From an optimization exercise on the open Yosys and OpenROAD flow, aimed at small area and a short achievable clock period; shortcuts taken in it are not production practice. In this exercise RTL edits were held to simulation tests only and were not proved equivalent to the original.

## JK
==> module fp_mac_core, before the edit <==
module fp_mac_core (
    input  wire [31:0] a,
    input  wire [31:0] b,
    input  wire        en_mult,
    input  wire [31:0] s,
    output wire [31:0] res
);
wire [7:0]  ea = a[30:23];
wire [7:0]  eb = b[30:23];
wire        a_spec = &ea;
wire        b_spec = &eb;
wire        p_zero = ~en_mult | (~|a[30:0]) | (~|b[30:0]);
wire        p_pass = ~en_mult | a_spec | b_spec | p_zero;
wire [31:0] p_fix  = (~en_mult) ? 32'd0 : a_spec ? a : b_spec ? b : 32'd0;
wire [47:0] ps, pc;
booth_csa mul (.x({1'b1, a[22:0]}), .y({1'b1, b[22:0]}), .ps(ps), .pc(pc));
function [4:0] tz23;
    input [22:0] v;
    integer k;
    begin
        tz23 = 5'd23;
        for (k = 22; k >= 0; k = k - 1)
            if (v[k]) tz23 = k[4:0];
    end
endfunction
wire [5:0]  tzs = {1'b0, tz23(a[22:0])} + {1'b0, tz23(b[22:0])};
wire        st1 = tzs <= 6'd22;       
wire        st0 = tzs <= 6'd21;       
wire        m47r;
wire [22:0] man;
mul_round rnd (.ps(ps), .pc(pc), .st1(st1), .st0(st0), .m47(m47r), .man(man));
wire        m47 = m47r & ~p_pass;
wire [7:0]  pe0 = ea + eb - 8'd127;
wire [7:0]  ye0 = p_pass ? p_fix[30:23] : pe0;
wire [22:0] ym  = p_pass ? p_fix[22:0] : man;
wire        sy  = p_pass ? p_fix[31] : a[31] ^ b[31];
wire [7:0]  xe = s[30:23];
wire        sx = s[31];
wire        eop = sx ^ sy;
wire [8:0]  dxa = {1'b0, xe} - {1'b0, ye0};
wire [8:0]  dya = {1'b0, ye0} - {1'b0, xe};
wire [7:0]  ye1 = ye0 + 8'd1;
wire [8:0]  dxb = {1'b0, xe} - {1'b0, ye1};
wire [8:0]  dyb = {1'b0, ye1} - {1'b0, xe};
wire [7:0]  ye  = m47 ? ye1 : ye0;
wire        eswap = m47 ? dxb[8] : dxa[8];                   
wire [7:0]  ad    = m47 ? (dxb[8] ? dyb[7:0] : dxb[7:0])
                        : (dxa[8] ? dya[7:0] : dxa[7:0]);    
wire        ad0   = ad == 8'd0;
wire        ad1   = ad == 8'd1;
wire [7:0]  le    = eswap ? ye : xe;
wire [31:0] y = {sy, ye, ym};
wire        bothzero = (~|s[30:0]) & (~|y[30:0]);
wire [23:0] xm = {1'b1, s[22:0]};
wire [23:0] ymf = {1'b1, ym};
function [24:0] addsub24;
    input [23:0] a;
    input [23:0] b;
    input        sub;
    reg   [23:0] bb, g, p, t, gg;
    reg          co, ci;
    integer l, k, j;
    begin
        bb = b ^ {24{sub}};
        g = a & bb;
        p = a ^ bb;
        t = p;
        gg = g;
        for (l = 1; l < 32; l = l * 2)
            for (k = 0; k < 24; k = k + 1)
                if ((k / l) % 2 == 1) begin
                    j = (k / l) * l - 1;
                    gg[k] = gg[k] | (t[k] & gg[j]);
                    t[k] = t[k] & t[j];
                end
        co = gg[23];
        ci = sub & co;
        addsub24 = {co, (p ^ ({gg[22:0], 1'b0} | ({t[22:0], 1'b1} & {24{ci}}))) ^ {24{sub & ~co}}};
    end
endfunction
function [7:0] sub8;
    input [7:0] a;
    input [7:0] b;
    reg   [7:0] g, p, t;
    integer l, k, j;
    begin
        g = a & ~b;
        p = a ^ ~b;
        t = p;
        g[0] = g[0] | p[0];           
        for (l = 1; l < 8; l = l * 2)
            for (k = 0; k < 8; k = k + 1)
                if ((k / l) % 2 == 1) begin
                    j = (k / l) * l - 1;
                    g[k] = g[k] | (t[k] & g[j]);
                    t[k] = t[k] & t[j];
                end
        sub8 = p ^ {g[6:0], 1'b1};
    end
endfunction
function [4:0] lzc32;
    input [31:0] v;
    reg   [7:0]  z4;
    reg   [15:0] c4;
    reg   [3:0]  z8;
    reg   [11:0] c8;
    reg   [1:0]  z16;
    reg   [7:0]  c16;
    integer k;
    begin
        for (k = 0; k < 8; k = k + 1) begin
            z4[k] = ~|v[4*k +: 4];
            c4[2*k +: 2] = v[4*k+3] ? 2'd0 : v[4*k+2] ? 2'd1 : v[4*k+1] ? 2'd2 : 2'd3;
        end
        for (k = 0; k < 4; k = k + 1) begin
            z8[k] = z4[2*k+1] & z4[2*k];
            c8[3*k +: 3] = z4[2*k+1] ? {1'b1, c4[4*k +: 2]} : {1'b0, c4[4*k+2 +: 2]};
        end
        for (k = 0; k < 2; k = k + 1) begin
            z16[k] = z8[2*k+1] & z8[2*k];
            c16[4*k +: 4] = z8[2*k+1] ? {1'b1, c8[6*k +: 3]} : {1'b0, c8[6*k+3 +: 3]};
        end
        lzc32 = z16[1] ? {1'b1, c16[3:0]} : {1'b0, c16[7:4]};
    end
endfunction
wire [23:0] lm = eswap ? ymf : xm;
wire [23:0] sm = eswap ? xm : ymf;
wire [23:0] sr = (ad >= 8'd24) ? 24'd0 : (sm >> ad[4:0]);
wire [24:0] as = addsub24(lm, sr, eop);
wire [24:0] fsum = {as[24] & ~eop, as[23:0]};
wire [22:0] f_man = fsum[24] ? fsum[23:1] : fsum[23] ? fsum[22:0] : {fsum[21:0], 1'b0};
wire [7:0]  f_exp = fsum[24] ? le + 8'd1 : fsum[23] ? le : le - 8'd1;
wire        f_sign = eswap ? sy : sx;
wire [23:0] nb = ad0 ? sm : {1'b0, sm[23:1]};
wire [24:0] nas = addsub24(lm, nb, 1'b1);
wire [23:0] nd = nas[23:0];
wire [4:0]  nlz = lzc32({nd, 8'hFF});
wire [23:0] nsh16 = nlz[4] ? {nd[7:0], 16'd0} : nd;
wire [23:0] nsh8  = nlz[3] ? {nsh16[15:0], 8'd0} : nsh16;
wire [23:0] nsh4  = nlz[2] ? {nsh8[19:0], 4'd0} : nsh8;
wire [23:0] nsh2  = nlz[1] ? {nsh4[21:0], 2'd0} : nsh4;
wire [23:0] nsh   = nlz[0] ? {nsh2[22:0], 1'd0} : nsh2;
wire [22:0] n_man = nsh[22:0];
wire        nzero = ~|nd;
wire [7:0]  le16  = le - 8'd16;
wire [3:0]  leh1  = le[7:4] - 4'd1;
wire [3:0]  le16h1 = le16[7:4] - 4'd1;
wire [4:0]  nel   = {1'b1, nlz[4] ? le16[3:0] : le[3:0]} - {1'b0, nlz[3:0]};
wire [3:0]  neh   = nlz[4] ? (nel[4] ? le16[7:4] : le16h1) : (nel[4] ? le[7:4] : leh1);
wire [7:0]  n_exp = nzero ? 8'd0 : {neh, nel[3:0]};
wire        n_sign = nzero ? 1'b0 : nas[24] ? f_sign : ~f_sign;
wire        near = eop & (ad0 | ad1);
assign res = bothzero ? {sx & sy, 31'd0}
           : near     ? {n_sign, n_exp, n_man}
           :            {f_sign, f_exp, f_man};
endmodule
Settings: LEC_CHECK=0, CAP_MARGIN=20, CORE_MARGIN=2, CORE_UTILIZATION=40, PLACE_DENSITY=0.6, SETUP_SLACK_MARGIN=5, SLEW_MARGIN=20, SYNTH_HIERARCHICAL=1; clock period 25.0 ns.
run.sh (not shown) runs the stock make flow with config.mk's settings and CLKGATE_MAP_FILE= SYNTH_SCRIPT=/design/flow/synth_recipe.tcl, a recipe that flattens the netlist after the stock synthesis.
JK finished every stage and its layout cleared the timing, design-rule and antenna checks.
Inputs modified between JK and MS:
--- a/flow/design.v
+++ b/flow/design.v
@@ -1834,12 +1834,7 @@
 wire [23:0] nsh   = nlz[0] ? {nsh2[22:0], 1'd0} : nsh2;
 wire [22:0] n_man = nsh[22:0];
 wire        nzero = ~|nd;
-wire [7:0]  le16  = le - 8'd16;
-wire [3:0]  leh1  = le[7:4] - 4'd1;
-wire [3:0]  le16h1 = le16[7:4] - 4'd1;
-wire [4:0]  nel   = {1'b1, nlz[4] ? le16[3:0] : le[3:0]} - {1'b0, nlz[3:0]};
-wire [3:0]  neh   = nlz[4] ? (nel[4] ? le16[7:4] : le16h1) : (nel[4] ? le[7:4] : leh1);
-wire [7:0]  n_exp = nzero ? 8'd0 : {neh, nel[3:0]};
+wire [7:0]  n_exp = nzero ? 8'd0 : sub8(le, {3'd0, nlz});
 wire        n_sign = nzero ? 1'b0 : nas[24] ? f_sign : ~f_sign;
 wire        near = eop & (ad0 | ad1);
 assign res = bothzero ? {sx & sy, 31'd0}
--- outcome ---
MS vs JK: distinct cell type count of the synthesized netlist up slightly. Per the comparison of MS with JK, area fraction of clock buffers and clock inverters now larger, number of standard cells in the final layout excluding fillers now smaller, non-clock buffer count now smaller. In MS, count of clock-buffer cells in the layout is lower than in JK. Going from JK to MS, synthesized instance count shows a reduction of 69; die area decreased by about 1.7% relative to the old numbers; required time of the worst setup path went up 0.12 ns; period utilization saw an increase.

old:
Another version of the RTL of fp_mac (not shown whole).
For scale: roughly 64 flip-flops, about 100 I/O pins, about 31000 µm² of cells after synthesis.
Design fp_mac, start of the top module:
module fp_mac (
    input  wire        clk,
    input  wire [31:0] a,
    input  wire [31:0] b,
    input  wire        en_mult,
    input  wire        en_accuml,
    input  wire        rst_accuml,
    output reg  [31:0] acc_out
);
==> module fp_mac_core, before the edit <==
module fp_mac_core (
    input  wire [31:0] a,
    input  wire [31:0] b,
    input  wire        en_mult,
    input  wire [31:0] s,
    output wire [31:0] res
);
wire [7:0]  ea = a[30:23];
wire [7:0]  eb = b[30:23];
wire        a_spec = &ea;
wire        b_spec = &eb;
wire        p_zero = ~en_mult | (~|a[30:0]) | (~|b[30:0]);
wire        p_pass = ~en_mult | a_spec | b_spec | p_zero;
wire [31:0] p_fix  = (~en_mult) ? 32'd0 : a_spec ? a : b_spec ? b : 32'd0;
wire [47:0] ps, pc;
booth_csa mul (.x({1'b1, a[22:0]}), .y({1'b1, b[22:0]}), .ps(ps), .pc(pc));
function [4:0] tz23;
    input [22:0] v;
    integer k;
    begin
        tz23 = 5'd23;
        for (k = 22; k >= 0; k = k - 1)
            if (v[k]) tz23 = k[4:0];
    end
endfunction
wire [5:0]  tzs = {1'b0, tz23(a[22:0])} + {1'b0, tz23(b[22:0])};
wire        st1 = tzs <= 6'd22;       
wire        st0 = tzs <= 6'd21;       
wire        m47r;
wire [22:0] man;
mul_round rnd (.ps(ps), .pc(pc), .st1(st1), .st0(st0), .m47(m47r), .man(man));
wire        m47 = m47r & ~p_pass;
wire [7:0]  pe0 = ea + eb - 8'd127;
wire [7:0]  ye0 = p_pass ? p_fix[30:23] : pe0;
wire [22:0] ym  = p_pass ? p_fix[22:0] : man;
wire        sy  = p_pass ? p_fix[31] : a[31] ^ b[31];
wire [7:0]  xe = s[30:23];
wire        sx = s[31];
wire        eop = sx ^ sy;
wire [8:0]  dxa = {1'b0, xe} - {1'b0, ye0};
wire [8:0]  dya = {1'b0, ye0} - {1'b0, xe};
wire [7:0]  ye1 = ye0 + 8'd1;
wire [8:0]  dxb = {1'b0, xe} - {1'b0, ye1};
wire [8:0]  dyb = {1'b0, ye1} - {1'b0, xe};
wire [7:0]  ye  = m47 ? ye1 : ye0;
wire        eswap = m47 ? dxb[8] : dxa[8];                   
wire [7:0]  ad    = m47 ? (dxb[8] ? dyb[7:0] : dxb[7:0])
                        : (dxa[8] ? dya[7:0] : dxa[7:0]);    
wire        ad0   = ad == 8'd0;
wire        ad1   = ad == 8'd1;
wire [7:0]  le    = eswap ? ye : xe;
wire [31:0] y = {sy, ye, ym};
wire        equal    = s[30:0] == y[30:0];
wire        bothzero = (~|s[30:0]) & (~|y[30:0]);
wire [23:0] xm = {1'b1, s[22:0]};
wire [23:0] ymf = {1'b1, ym};
function [25:0] add25;
    input [24:0] a;
    input [24:0] b;
    input        cin;
    reg   [24:0] g, p, t;
    integer l, k, j;
    begin
        g = a & b;
        p = a ^ b;
        t = p;
        g[0] = g[0] | (p[0] & cin);
        for (l = 1; l < 32; l = l * 2)
            for (k = 0; k < 25; k = k + 1)
                if ((k / l) % 2 == 1) begin
                    j = (k / l) * l - 1;
                    g[k] = g[k] | (t[k] & g[j]);
                    t[k] = t[k] & t[j];
                end
        add25 = {g[24], p ^ {g[23:0], cin}};
    end
endfunction
function [4:0] lzc32;
    input [31:0] v;
    reg   [7:0]  z4;
    reg   [15:0] c4;
    reg   [3:0]  z8;
    reg   [11:0] c8;
    reg   [1:0]  z16;
    reg   [7:0]  c16;
    integer k;
    begin
        for (k = 0; k < 8; k = k + 1) begin
            z4[k] = ~|v[4*k +: 4];
            c4[2*k +: 2] = v[4*k+3] ? 2'd0 : v[4*k+2] ? 2'd1 : v[4*k+1] ? 2'd2 : 2'd3;
        end
        for (k = 0; k < 4; k = k + 1) begin
            z8[k] = z4[2*k+1] & z4[2*k];
            c8[3*k +: 3] = z4[2*k+1] ? {1'b1, c4[4*k +: 2]} : {1'b0, c4[4*k+2 +: 2]};
        end
        for (k = 0; k < 2; k = k + 1) begin
            z16[k] = z8[2*k+1] & z8[2*k];
            c16[4*k +: 4] = z8[2*k+1] ? {1'b1, c8[6*k +: 3]} : {1'b0, c8[6*k+3 +: 3]};
        end
        lzc32 = z16[1] ? {1'b1, c16[3:0]} : {1'b0, c16[7:4]};
    end
endfunction
wire [23:0] lm = eswap ? ymf : xm;
wire [23:0] sm = eswap ? xm : ymf;
wire [23:0] sr = (ad >= 8'd24) ? 24'd0 : (sm >> ad[4:0]);
wire [25:0] fadd = add25({1'b0, lm}, {1'b0, sr} ^ {25{eop}}, eop);
wire [24:0] fsum = fadd[24:0];
wire [22:0] f_man = fsum[24] ? fsum[23:1] : fsum[23] ? fsum[22:0] : {fsum[21:0], 1'b0};
wire [7:0]  f_exp = fsum[24] ? le + 8'd1 : fsum[23] ? le : le - 8'd1;
wire        f_sign = eswap ? sy : sx;
wire [23:0] na = (ad1 & eswap)  ? {1'b0, xm[23:1]} : xm;
wire [23:0] nb = (ad1 & ~eswap) ? {1'b0, ymf[23:1]} : ymf;
wire [25:0] d1a = add25({1'b0, na}, ~{1'b0, nb}, 1'b1);
wire [25:0] d2a = add25({1'b0, nb}, ~{1'b0, na}, 1'b1);
wire        d1neg = d1a[24];
wire [23:0] nd = d1neg ? d2a[23:0] : d1a[23:0];
wire [4:0]  nlz = lzc32({nd, 8'hFF});
wire [23:0] nsh = nd << nlz;
wire [22:0] n_man = nsh[22:0];
wire [7:0]  n_exp = equal ? 8'd0 : le - {3'd0, nlz};
wire        n_sign = d1neg ? sy : (equal ? 1'b0 : sx);
wire        near = eop & (ad0 | ad1);
assign res = bothzero ? {sx & sy, 31'd0}
           : near     ? {n_sign, n_exp, n_man}
           :            {f_sign, f_exp, f_man};
endmodule
==> flow/config.mk <==
export PLATFORM = sky130hd
export DESIGN_NAME = fp_mac
export DESIGN_NICKNAME = fp_mac
export VERILOG_FILES = /design/flow/design.v
export SDC_FILE = /design/flow/constraint.sdc
export NUM_CORES = 4
export LEC_CHECK = 0
export CAP_MARGIN = 20
export CORE_MARGIN = 2
export CORE_UTILIZATION = 40
export PLACE_DENSITY = 0.6
export SETUP_SLACK_MARGIN = 5
export SLEW_MARGIN = 20
export SYNTH_HIERARCHICAL = 1
==> flow/constraint.sdc <==
create_clock -name core_clock -period 25.0 [get_ports {clk}]
set_input_delay 5.0000 -clock core_clock [delete_from_list [all_inputs] [get_ports {clk}]]
set_output_delay 5.0000 -clock core_clock [all_outputs]
set_load 0.01 [all_outputs]
> inputs changed (old -> new)
diff --git a/flow/design.v b/flow/design.v
--- a/flow/design.v
+++ b/flow/design.v
@@ -1803,15 +1803,36 @@
 wire        f_sign = eswap ? sy : sx;
 wire [23:0] na = (ad1 & eswap)  ? {1'b0, xm[23:1]} : xm;
 wire [23:0] nb = (ad1 & ~eswap) ? {1'b0, ymf[23:1]} : ymf;
-wire [25:0] d1a = add25({1'b0, na}, ~{1'b0, nb}, 1'b1);
-wire [25:0] d2a = add25({1'b0, nb}, ~{1'b0, na}, 1'b1);
-wire        d1neg = d1a[24];
-wire [23:0] nd = d1neg ? d2a[23:0] : d1a[23:0];
+function [24:0] eacsub24;
+    input [23:0] a;
+    input [23:0] b;
+    reg   [23:0] g, p, t, gg;
+    reg          co;
+    integer l, k, j;
+    begin
+        g = a & ~b;
+        p = a ^ ~b;
+        t = p;
+        gg = g;
+        for (l = 1; l < 32; l = l * 2)
+            for (k = 0; k < 24; k = k + 1)
+                if ((k / l) % 2 == 1) begin
+                    j = (k / l) * l - 1;
+                    gg[k] = gg[k] | (t[k] & gg[j]);
+                    t[k] = t[k] & t[j];
+                end
+        co = gg[23];
+        eacsub24 = {co, (p ^ ({gg[22:0], 1'b0} | ({t[22:0], 1'b1} & {24{co}}))) ^ {24{~co}}};
+    end
+endfunction
+wire [24:0] nda = eacsub24(na, nb);
+wire        d1neg = ~nda[24];         
+wire [23:0] nd = nda[23:0];
 wire [4:0]  nlz = lzc32({nd, 8'hFF});
 wire [23:0] nsh = nd << nlz;
 wire [22:0] n_man = nsh[22:0];
 wire [7:0]  n_exp = equal ? 8'd0 : le - {3'd0, nlz};
-wire        n_sign = d1neg ? sy : (equal ? 1'b0 : sx);
+wire        n_sign = equal ? 1'b0 : d1neg ? sy : sx;
 wire        near = eop & (ad0 | ad1);
 assign res = bothzero ? {sx & sy, 31'd0}
            : near     ? {n_sign, n_exp, n_man}
### Flow results
- On count of buffering cells on the critical path with inverters included: between old and new, it ends up higher for new.
- The relative area change from synthesis to final layout reported for new is smaller than that of old by 0.21 points.
- Relative to old, transition time at the pin with the least slew margin decreased by 0.054 ns in new.
- Going from old to new, first-pass GRT wire length went down by about 5%, final core area utilization went down by 0.46 points, die outline area went down by about 1.7%, register-to-register slack went down by 0.06 ns.

## separate check: timing with driven ports
Ports are ideal in the flow. The routed layouts listed here were re-timed in OpenROAD. Step 1 assumes that a clkbuf_16 drives the clock port and a buf_2 every other input. Step 2 times the ports against the registers' clock, not the clock port: input delays grow and output delays shrink by t, the midpoint of the rising clock arrivals with the driver on. a / b / c = no drivers / after step 1 / after step 2; a / b = the first two.
| run | t, ns | setup WS [ns] | hold slack, ns | worst register clock-pin slew, ns |
|---|---|---|---|---|
| JK | 0.347 | 5.442 / 5.429 / 5.082 | 0.649 / 0.649 / 0.649 | 0.06 / 0.06 |
| MS | 0.349 | 5.336 / 5.330 / 4.980 | 0.683 / 0.683 / 0.683 | 0.06 / 0.06 |
| old | 0.364 | 5.515 / 5.524 / 5.160 | 0.643 / 0.643 / 0.643 | 0.07 / 0.07 |
| new | 0.358 | 5.477 / 5.483 / 5.125 | 0.658 / 0.658 / 0.658 | 0.06 / 0.06 |
After both steps setup and hold are still met in every run listed. For JK, which loses most, drivers alone change the setup slack by -0.013 ns; drivers and shift together by -0.360 ns.
